Source: an optimization exercise on an open RTL-to-GDS flow (aim: small area, a short achievable clock period and few clock cycles per item). Production flows keep margins and buffers that such runs may drop.
Only simulation tests tie the RTL to the original design; equivalence was not proved.
Power figures rest on the tool's default switching activity, not on a simulated workload.

## fir_top
module fir_top #(
    parameter K  = 8,
    parameter DW = 8,
    parameter CW = 8
)(
    input  wire clk,
    input  wire rst,
    input  wire start,
    input  wire signed [DW-1:0] x_in,
    output wire signed [DW+CW+$clog2(K):0] y_out,
    output wire data_valid
);
clock: 6.0 ns
lec_check: 0
cap_margin: 20
core_margin: 2
core_utilization: 40
cts_buf_list: sky130_fd_sc_hd__clkbuf_8
cts_cluster_size: 30
setup_slack_margin: 3.9
slew_margin: 20
synth_hierarchical: 1
tns_end_percent: 10
standard.sh (not shown) runs the stock make flow with config.mk's settings and CLKGATE_MAP_FILE= SYNTH_SCRIPT=/design/flow/synth_recipe.tcl, a recipe that flattens the netlist after the stock synthesis.
==> flow/flow/run.sh <==
#!/bin/bash
# The standard layout (standard.sh) with these changes:
#  - port buffers are buf_1 cells instead of the flow's default pick
#    (clkdlybuf4s50_1, a slow delay cell);
#  - synthesis is the standard flow's script, except that
#    - Yosys's full/half adder extraction runs only inside the fa_cell and
#      ha_cell modules, so the final adder is left to abc as plain gates (the
#      extracted fa_1/ha_1 cells are slow on its carry path);
#    - the adders use Yosys's default carry-lookahead map, not ORFS's
#      Kogge-Stone one (abc makes them smaller and as fast from it);
#    - abc maps the top module with ORFS's abc_area.script (it builds the
#      final adder from fast NAND gates) and the small cell modules with the
#      default abc_speed.script (which keeps the history muxes as a22o).
#  - clock tree synthesis inserts no dummy loads (they only add area here).
#  Registers are untouched.
set -euo pipefail
W=$(pwd)
export BUFFER_PORTS_ARGS="-buffer_cell sky130_fd_sc_hd__buf_1"
# ORFS's clock tree settings (as config.mk would set them), without dummy loads
export CTS_ARGS="-sink_clustering_enable -repair_clock_nets -sink_clustering_size 30 -buf_list sky130_fd_sc_hd__clkbuf_8 -dont_use_dummy_load"
sed -e 's|extract_fa {\*}\[dont_use_extract_fa_args\]|extract_fa {*}[dont_use_extract_fa_args] fa_cell ha_cell|' \
    -e 's|"-extra-map \$::env(FLOW_HOME)/platforms/common/lcu_kogge_stone.v"|""|' \
    -e 's|^  log_cmd abc {\*}\$abc_args$|  log_cmd abc {*}$abc_args fir_top %n\n  log_cmd abc {*}[lreplace $abc_args 1 1 $::env(SCRIPTS_DIR)/abc_area.script] fir_top|' \
    "$FLOW_HOME/scripts/synth.tcl" > "$W/flow_synth_core.tcl"
grep -q 'dont_use_extract_fa_args\] fa_cell ha_cell' "$W/flow_synth_core.tcl"
! grep -q 'lcu_kogge_stone' "$W/flow_synth_core.tcl"
grep -q 'abc_area.script\] fir_top' "$W/flow_synth_core.tcl"
sed "s|source \$::env(SCRIPTS_DIR)/synth.tcl|source $W/flow_synth_core.tcl|" synth_recipe.tcl > "$W/flow_synth.tcl"
grep -q "flow_synth_core.tcl" "$W/flow_synth.tcl"
sed "s|SYNTH_SCRIPT=[^ ]*|SYNTH_SCRIPT=$W/flow_synth.tcl|" standard.sh > "$W/flow_standard.sh"
grep -q "SYNTH_SCRIPT=$W/flow_synth.tcl" "$W/flow_standard.sh"
bash "$W/flow_standard.sh" > "$W/standard.log" 2>&1
The starting point finished with timing, DRC and antenna clean.
Testbench counts at the start, summed over its fixed seeds: cycles 16,000, items 8,000.
Then changed:
Settings changed: SETUP_SLACK_MARGIN 3.9 to 3.8, TNS_END_PERCENT 10 to default.
=> Flip-flop and latch count stays the same. Cell count is higher by 0.37%. Power stays flat. Clock skew is lower by 6.6 ps. Wire length went up by about 7%.

========
The RTL this note starts from:
==> flow/design.v <==
module fa_cell (input wire a, input wire b, input wire c, output wire s, output wire co);
    assign s  = a ^ b ^ c;
    assign co = (a & b) | (a & c) | (b & c);
endmodule
module ha_cell (input wire a, input wire b, output wire s, output wire co);
    assign s  = a ^ b;
    assign co = a & b;
endmodule
module hold_cell (input wire ld, input wire hd, input wire d, input wire q, output wire o);
    assign o = (ld & d) | (hd & q);
endmodule
module hold1_cell (input wire ld, input wire hd, input wire r, input wire d, input wire q, output wire o);
    assign o = (ld & d) | (hd & q) | r;
endmodule
module fir_top #(
    parameter K  = 8,
    parameter DW = 8,
    parameter CW = 8
)(
    input  wire clk,
    input  wire rst,
    input  wire start,
    input  wire signed [DW-1:0] x_in,
    output wire signed [DW+CW+$clog2(K):0] y_out,
    output wire data_valid
);
    reg [7:0] u1, u2, u3, u4, u5, u6;
    reg [10:0] w;
    reg [11:0] ra, rb;
    reg [11:0] y;
    reg dv;
    wire [7:0] u_in = {~x_in[7], x_in[6:0]};
    wire [10:0] w_nx = {2'b00, u5, 1'b0} + {1'b0, u6, 2'b00} + {3'b000, u6};
    wire ld = start & ~rst;
    wire hd = ~start & ~rst;
    wire [58:0] hist = {w, u6, u5, u4, u3, u2, u1};
    wire [58:0] hin  = {w_nx, u5, u4, u3, u2, u1, u_in};
    localparam [58:0] RST1 = {11'd896, {6{8'h80}}};
    wire [58:0] hnx;
    genvar gi;
    generate
        for (gi = 0; gi < 59; gi = gi + 1) begin : g_hist
            if (RST1[gi]) begin : g_one
                hold1_cell u_h (.ld(ld), .hd(hd), .r(rst), .d(hin[gi]), .q(hist[gi]), .o(hnx[gi]));
            end else begin : g_zero
                hold_cell u_h (.ld(ld), .hd(hd), .d(hin[gi]), .q(hist[gi]), .o(hnx[gi]));
            end
        end
    endgenerate
    always @(posedge clk)
        {w, u6, u5, u4, u3, u2, u1} <= hnx;
    wire s1, c1;
    fa_cell u_fa1 (.a(u1[0]), .b(u2[0]), .c(u3[0]), .s(s1), .co(c1));
    wire s2, c2;
    fa_cell u_fa2 (.a(u1[1]), .b(u2[1]), .c(u3[1]), .s(s2), .co(c2));
    wire s3, c3;
    ha_cell u_ha3 (.a(u4[1]), .b(u5[1]), .s(s3), .co(c3));
    wire s4, c4;
    fa_cell u_fa4 (.a(u1[2]), .b(u2[2]), .c(u3[2]), .s(s4), .co(c4));
    wire s5, c5;
    fa_cell u_fa5 (.a(u4[2]), .b(u5[2]), .c(w[2]), .s(s5), .co(c5));
    wire s6, c6;
    fa_cell u_fa6 (.a(u1[3]), .b(u2[3]), .c(u3[3]), .s(s6), .co(c6));
    wire s7, c7;
    fa_cell u_fa7 (.a(u4[3]), .b(u5[3]), .c(w[3]), .s(s7), .co(c7));
    wire s8, c8;
    fa_cell u_fa8 (.a(u1[4]), .b(u2[4]), .c(u3[4]), .s(s8), .co(c8));
    wire s9, c9;
    fa_cell u_fa9 (.a(u4[4]), .b(u5[4]), .c(w[4]), .s(s9), .co(c9));
    wire s10, c10;
    fa_cell u_fa10 (.a(u1[5]), .b(u2[5]), .c(u3[5]), .s(s10), .co(c10));
    wire s11, c11;
    fa_cell u_fa11 (.a(u4[5]), .b(u5[5]), .c(w[5]), .s(s11), .co(c11));
    wire s12, c12;
    fa_cell u_fa12 (.a(u1[6]), .b(u2[6]), .c(u3[6]), .s(s12), .co(c12));
    wire s13, c13;
    fa_cell u_fa13 (.a(u4[6]), .b(u5[6]), .c(w[6]), .s(s13), .co(c13));
    wire s14, c14;
    fa_cell u_fa14 (.a(u1[7]), .b(u2[7]), .c(u3[7]), .s(s14), .co(c14));
    wire s15, c15;
    fa_cell u_fa15 (.a(u4[7]), .b(u5[7]), .c(w[7]), .s(s15), .co(c15));
    wire s16, c16;
    ha_cell u_ha16 (.a(u4[0]), .b(u5[0]), .s(s16), .co(c16));
    wire s17, c17;
    fa_cell u_fa17 (.a(w[1]), .b(s2), .c(s3), .s(s17), .co(c17));
    wire s18, c18;
    fa_cell u_fa18 (.a(s4), .b(s5), .c(c2), .s(s18), .co(c18));
    wire s19, c19;
    fa_cell u_fa19 (.a(s6), .b(s7), .c(c4), .s(s19), .co(c19));
    wire s20, c20;
    fa_cell u_fa20 (.a(s8), .b(s9), .c(c6), .s(s20), .co(c20));
    wire s21, c21;
    fa_cell u_fa21 (.a(s10), .b(s11), .c(c8), .s(s21), .co(c21));
    wire s22, c22;
    fa_cell u_fa22 (.a(s12), .b(s13), .c(c10), .s(s22), .co(c22));
    wire s23, c23;
    fa_cell u_fa23 (.a(s14), .b(s15), .c(c12), .s(s23), .co(c23));
    wire s24, c24;
    ha_cell u_ha24 (.a(w[8]), .b(c14), .s(s24), .co(c24));
    wire s25, c25;
    ha_cell u_ha25 (.a(w[0]), .b(s1), .s(s25), .co(c25));
    wire s26, c26;
    fa_cell u_fa26 (.a(c1), .b(s17), .c(c16), .s(s26), .co(c26));
    wire s27, c27;
    fa_cell u_fa27 (.a(c3), .b(s18), .c(c17), .s(s27), .co(c27));
    wire s28, c28;
    fa_cell u_fa28 (.a(c5), .b(s19), .c(c18), .s(s28), .co(c28));
    wire s29, c29;
    fa_cell u_fa29 (.a(c7), .b(s20), .c(c19), .s(s29), .co(c29));
    wire s30, c30;
    fa_cell u_fa30 (.a(c9), .b(s21), .c(c20), .s(s30), .co(c30));
    wire s31, c31;
    fa_cell u_fa31 (.a(c11), .b(s22), .c(c21), .s(s31), .co(c31));
    wire s32, c32;
    fa_cell u_fa32 (.a(c13), .b(s23), .c(c22), .s(s32), .co(c32));
    wire s33, c33;
    fa_cell u_fa33 (.a(c15), .b(s24), .c(c23), .s(s33), .co(c33));
    wire s34, c34;
    ha_cell u_ha34 (.a(w[9]), .b(c24), .s(s34), .co(c34));
    wire [11:0] pr0 = {1'b0, w[10], s34, s33, s32, s31, s30, s29, s28, s27, s26, s16};
    wire [11:0] pr1 = {1'b0, c34, c33, c32, c31, c30, c29, c28, c27, c26, c25, s25};
    localparam [11:0] RA0 = 12'd0;
    localparam [11:0] RB0 = 12'd1536;
    always @(posedge clk) begin
        if (rst) begin
            ra <= RA0;
            rb <= RB0;
        end else begin
            ra <= pr0;
            rb <= pr1;
        end
    end
    wire [11:0] s = ra + rb + {2'b00, u_in, 2'b00};
    always @(posedge clk)
        y <= {~s[11], s[10:0]};
    always @(posedge clk or posedge rst) begin
        if (rst) dv <= 1'b0;
        else     dv <= start;
    end
    assign y_out = {{8{y[11]}}, y};
    assign data_valid = dv;
endmodule
Settings: LEC_CHECK=0, CAP_MARGIN=20, CORE_MARGIN=2, CORE_UTILIZATION=40, SETUP_SLACK_MARGIN=3.6, SLEW_MARGIN=20, SYNTH_HIERARCHICAL=1; clock period 6.0 ns.
==> flow/flow/run.sh <==
#!/bin/bash
# The standard layout (standard.sh) with two changes:
#  - port buffers are buf_1 cells instead of the flow's default pick
#    (clkdlybuf4s50_1, a slow delay cell);
#  - synthesis is the standard flow's script, except that Yosys's full/half adder
#    extraction runs only inside the fa_cell and ha_cell modules, so that the
#    final adder is left to abc as plain gates (the extracted fa_1/ha_1 cells
#    are slow on its carry path). Registers are untouched.
set -euo pipefail
W=$(pwd)
export BUFFER_PORTS_ARGS="-buffer_cell sky130_fd_sc_hd__buf_1"
sed 's|extract_fa {\*}\[dont_use_extract_fa_args\]|extract_fa {*}[dont_use_extract_fa_args] fa_cell ha_cell|' \
    "$FLOW_HOME/scripts/synth.tcl" > "$W/flow_synth_core.tcl"
grep -q 'dont_use_extract_fa_args\] fa_cell ha_cell' "$W/flow_synth_core.tcl"
sed "s|source \$::env(SCRIPTS_DIR)/synth.tcl|source $W/flow_synth_core.tcl|" synth_recipe.tcl > "$W/flow_synth.tcl"
grep -q "flow_synth_core.tcl" "$W/flow_synth.tcl"
sed "s|SYNTH_SCRIPT=[^ ]*|SYNTH_SCRIPT=$W/flow_synth.tcl|" standard.sh > "$W/flow_standard.sh"
grep -q "SYNTH_SCRIPT=$W/flow_synth.tcl" "$W/flow_standard.sh"
bash "$W/flow_standard.sh" > "$W/standard.log" 2>&1
The baseline produced a clean layout.
Testbench counts at the start, summed over its fixed seeds: cycles 16,000, items 8,000.
Edit:
--- a/flow/config.mk
+++ b/flow/config.mk
@@ -6,8 +6,9 @@
 export NUM_CORES = 4
 export LEC_CHECK = 0
+export ABC_AREA = 1
 export CAP_MARGIN = 20
 export CORE_MARGIN = 2
 export CORE_UTILIZATION = 40
-export SETUP_SLACK_MARGIN = 3.6
+export SETUP_SLACK_MARGIN = 3.5
 export SLEW_MARGIN = 20
 export SYNTH_HIERARCHICAL = 1
Result:
- The new run finished with timing, DRC and antenna clean
- global-route usage shrinks by 0.79 points
- clock power climbs by 18%
- cell area falls by 3.5%
- sequential power came out lower by about 2%

========
alpha:
RTL: the design.v shown in full above, as it stands there.
clock: 6.0 ns
lec_check: 0
cap_margin: 20
core_margin: 2
core_utilization: 40
setup_slack_margin: 3.8
slew_margin: 20
synth_hierarchical: 1
Scripts as last shown in full above: flow/flow/run.sh
alpha completed every stage of the flow, and the final layout passed the timing, design-rule and antenna checks.
Testbench counts of alpha, summed over its fixed seeds: cycles 16,000, items 8,000.
Modified inputs, beta compared to alpha
- SETUP_SLACK_MARGIN changed from 3.8 to 3.65
- CTS_BUF_LIST newly set to sky130_fd_sc_hd__clkbuf_8
- CTS_CLUSTER_SIZE newly set to 30
==> flow/flow/run.sh <==
#!/bin/bash
# The standard layout (standard.sh) with these changes:
#  - port buffers are buf_1 cells instead of the flow's default pick
#    (clkdlybuf4s50_1, a slow delay cell);
#  - synthesis is the standard flow's script, except that
#    - Yosys's full/half adder extraction runs only inside the fa_cell and
#      ha_cell modules, so the final adder is left to abc as plain gates (the
#      extracted fa_1/ha_1 cells are slow on its carry path);
#    - abc maps the top module with ORFS's abc_area.script (it builds the
#      final adder from fast NAND gates) and the small cell modules with the
#      default abc_speed.script (which keeps the history muxes as a22o).
#  Registers are untouched.
set -euo pipefail
W=$(pwd)
export BUFFER_PORTS_ARGS="-buffer_cell sky130_fd_sc_hd__buf_1"
sed -e 's|extract_fa {\*}\[dont_use_extract_fa_args\]|extract_fa {*}[dont_use_extract_fa_args] fa_cell ha_cell|' \
    -e 's|^  log_cmd abc {\*}\$abc_args$|  log_cmd abc {*}$abc_args fir_top %n\n  log_cmd abc {*}[lreplace $abc_args 1 1 $::env(SCRIPTS_DIR)/abc_area.script] fir_top|' \
    "$FLOW_HOME/scripts/synth.tcl" > "$W/flow_synth_core.tcl"
grep -q 'dont_use_extract_fa_args\] fa_cell ha_cell' "$W/flow_synth_core.tcl"
grep -q 'abc_area.script\] fir_top' "$W/flow_synth_core.tcl"
sed "s|source \$::env(SCRIPTS_DIR)/synth.tcl|source $W/flow_synth_core.tcl|" synth_recipe.tcl > "$W/flow_synth.tcl"
grep -q "flow_synth_core.tcl" "$W/flow_synth.tcl"
sed "s|SYNTH_SCRIPT=[^ ]*|SYNTH_SCRIPT=$W/flow_synth.tcl|" standard.sh > "$W/flow_standard.sh"
grep -q "SYNTH_SCRIPT=$W/flow_synth.tcl" "$W/flow_standard.sh"
bash "$W/flow_standard.sh" > "$W/standard.log" 2>&1
==> comparison <==
Higher cell area goes to alpha over beta. beta ends up with a fraction of power consumed by the clock network that is 6.3 points lower than in alpha. Comparing alpha and beta, number of placed instances with taps included is lower on alpha. Number of post-CTS setup repair buffers (higher): alpha. The number of clock buffers in the layout of beta exceeds that of alpha by 2.
Input changes introduced in gamma (baseline for comparison: beta):
- ABC_AREA: unset -> 1
- CTS_CLUSTER_SIZE: 30 -> unset
- ABC_CLOCK_PERIOD_IN_PS: unset -> 1600
- SETUP_SLACK_MARGIN: 3.65 -> 3.8
- CTS_BUF_LIST: sky130_fd_sc_hd__clkbuf_8 -> unset
==> flow/flow/run.sh <==
#!/bin/bash
# The standard layout (standard.sh) with two changes:
#  - port buffers are buf_1 cells instead of the flow's default pick
#    (clkdlybuf4s50_1, a slow delay cell);
#  - synthesis is the standard flow's script, except that Yosys's full/half adder
#    extraction runs only inside the fa_cell and ha_cell modules, so that the
#    final adder is left to abc as plain gates (the extracted fa_1/ha_1 cells
#    are slow on its carry path). Registers are untouched.
set -euo pipefail
W=$(pwd)
export BUFFER_PORTS_ARGS="-buffer_cell sky130_fd_sc_hd__buf_1"
sed 's|extract_fa {\*}\[dont_use_extract_fa_args\]|extract_fa {*}[dont_use_extract_fa_args] fa_cell ha_cell|' \
    "$FLOW_HOME/scripts/synth.tcl" > "$W/flow_synth_core.tcl"
grep -q 'dont_use_extract_fa_args\] fa_cell ha_cell' "$W/flow_synth_core.tcl"
sed "s|source \$::env(SCRIPTS_DIR)/synth.tcl|source $W/flow_synth_core.tcl|" synth_recipe.tcl > "$W/flow_synth.tcl"
grep -q "flow_synth_core.tcl" "$W/flow_synth.tcl"
sed "s|SYNTH_SCRIPT=[^ ]*|SYNTH_SCRIPT=$W/flow_synth.tcl|" standard.sh > "$W/flow_standard.sh"
grep -q "SYNTH_SCRIPT=$W/flow_synth.tcl" "$W/flow_standard.sh"
bash "$W/flow_standard.sh" > "$W/standard.log" 2>&1
Findings:
beta consumes less power than gamma.
Relative to beta, final critical delay including setup and external delays decreased by 0.046 ns in gamma.
gamma ended up with primary input to flop as its path type of the worst setup path; beta ended up with flop to output pin.
Going from beta to gamma, the horizontal die dimension was found to have gone up by about 2.2%.
Combinational power delta for gamma relative to beta: about 13% higher
gamma and beta ended up with roughly the same initial core utilization.
beta → gamma: global routing met2 resource utilization higher, detailed-route vias per instance lower, non-clock buffer count higher.
Changes in delta relative to gamma:
- ABC_AREA removed (was 1)
- ABC_CLOCK_PERIOD_IN_PS removed (was 1600)
==> flow/flow/run.sh <==
#!/bin/bash
# The standard layout (standard.sh) with these changes:
#  - port buffers are buf_1 cells instead of the flow's default pick
#    (clkdlybuf4s50_1, a slow delay cell);
#  - synthesis is the standard flow's script, except that
#    - Yosys's full/half adder extraction runs only inside the fa_cell and
#      ha_cell modules, so the final adder is left to abc as plain gates (the
#      extracted fa_1/ha_1 cells are slow on its carry path);
#    - abc maps the top module with ORFS's abc_area.script (it builds the
#      final adder from fast NAND gates) and the small cell modules with the
#      default abc_speed.script (which keeps the history muxes as a22o).
#  Registers are untouched.
set -euo pipefail
W=$(pwd)
export BUFFER_PORTS_ARGS="-buffer_cell sky130_fd_sc_hd__buf_1"
sed -e 's|extract_fa {\*}\[dont_use_extract_fa_args\]|extract_fa {*}[dont_use_extract_fa_args] fa_cell ha_cell|' \
    -e 's|^  log_cmd abc {\*}\$abc_args$|  log_cmd abc {*}$abc_args fir_top %n\n  log_cmd abc {*}[lreplace $abc_args 1 1 $::env(SCRIPTS_DIR)/abc_area.script] fir_top|' \
    "$FLOW_HOME/scripts/synth.tcl" > "$W/flow_synth_core.tcl"
grep -q 'dont_use_extract_fa_args\] fa_cell ha_cell' "$W/flow_synth_core.tcl"
grep -q 'abc_area.script\] fir_top' "$W/flow_synth_core.tcl"
sed "s|source \$::env(SCRIPTS_DIR)/synth.tcl|source $W/flow_synth_core.tcl|" synth_recipe.tcl > "$W/flow_synth.tcl"
grep -q "flow_synth_core.tcl" "$W/flow_synth.tcl"
sed "s|SYNTH_SCRIPT=[^ ]*|SYNTH_SCRIPT=$W/flow_synth.tcl|" standard.sh > "$W/flow_standard.sh"
grep -q "SYNTH_SCRIPT=$W/flow_synth.tcl" "$W/flow_standard.sh"
bash "$W/flow_standard.sh" > "$W/standard.log" 2>&1
==> run summary <==
Compare gamma and delta | distinct cell type count after synthesis lower: gamma
Diff delta..gamma | count of cells along the worst register-to-register path | unchanged
In delta the clock-buffer cell count turned out 1 higher than in gamma.
Diff gamma -> delta: die area dropped 4.3%; overall routed net length dropped about 3.3%; final hold slack climbed 0.027 ns; number of synthesized flops with an enable pin barely changed.
> inputs changed (delta -> epsilon)
- CTS_CLUSTER_SIZE: unset -> 30
- CTS_BUF_LIST: unset -> sky130_fd_sc_hd__clkbuf_8
## What came out
Taking delta as the reference, in epsilon growth of design area from synthesis to finish now smaller; proportion of cell area occupied by registers now sits higher; met2 track demand over resource moved down. Compared epsilon vs delta, and cell area is down in epsilon. Register area: delta vs epsilon — no meaningful difference. Summary — met1 wire length, epsilon relative to delta: lower, by about 0.7%. epsilon completed end to end with timing, DRC and antenna clean. Critical path depth ended up 1 lower on epsilon than on delta. Diff delta -> epsilon | overall routing resource usage | decrease of 0.19 points. Setup skew after layout essentially unchanged between delta and epsilon. The final reports for epsilon and delta show multi-input gate share of total cell area higher in the former. Compared with delta, epsilon shows biggest cell delay along the critical path higher by 0.05 ns.

[what the ideal ports hide]
In the flow no input, the clock included, has a driving cell. The finished layouts below were timed again as built, in two steps.
Step 1 (the two cells are an assumption about what drives the block):
set clk [get_ports {clk}]
set_driving_cell -lib_cell sky130_fd_sc_hd__clkbuf_16 $clk
set_driving_cell -lib_cell sky130_fd_sc_hd__buf_2 [delete_from_list [all_inputs] $clk]
Step 2 times the ports against the registers' clock, not the clock port: input delays grow and output delays shrink by t, the midpoint of the rising clock arrivals with the driver on.
a / b / c = no drivers / after step 1 / after step 2; a / b = the first two.
run	t, ns	setup slack, ns	worst hold slack (ns)	slew at the worst register clock pin (ns)
the first run of note 1	0.386	3.872 / 3.872 / 3.522	0.515 / 0.515 / 0.515	0.09 / 0.09
the second run of note 1	0.390	3.804 / 3.817 / 3.427	0.519 / 0.519 / 0.519	0.09 / 0.09
the first run of note 2	0.376	3.385 / 3.381 / 3.005	0.479 / 0.479 / 0.479	0.07 / 0.07
the second run of note 2	0.371	3.804 / 3.791 / 3.447	0.442 / 0.442 / 0.442	0.07 / 0.07
alpha	0.367	3.316 / 3.321 / 2.954	0.486 / 0.486 / 0.486	0.07 / 0.07
beta	0.390	3.822 / 3.785 / 3.462	0.489 / 0.489 / 0.489	0.09 / 0.09
gamma	0.363	3.868 / 3.876 / 3.515	0.452 / 0.452 / 0.452	0.06 / 0.06
delta	0.376	3.848 / 3.867 / 3.491	0.479 / 0.479 / 0.479	0.06 / 0.06
epsilon	0.394	3.873 / 3.840 / 3.493	0.484 / 0.484 / 0.484	0.09 / 0.09
After both steps every run listed still meets setup and hold.
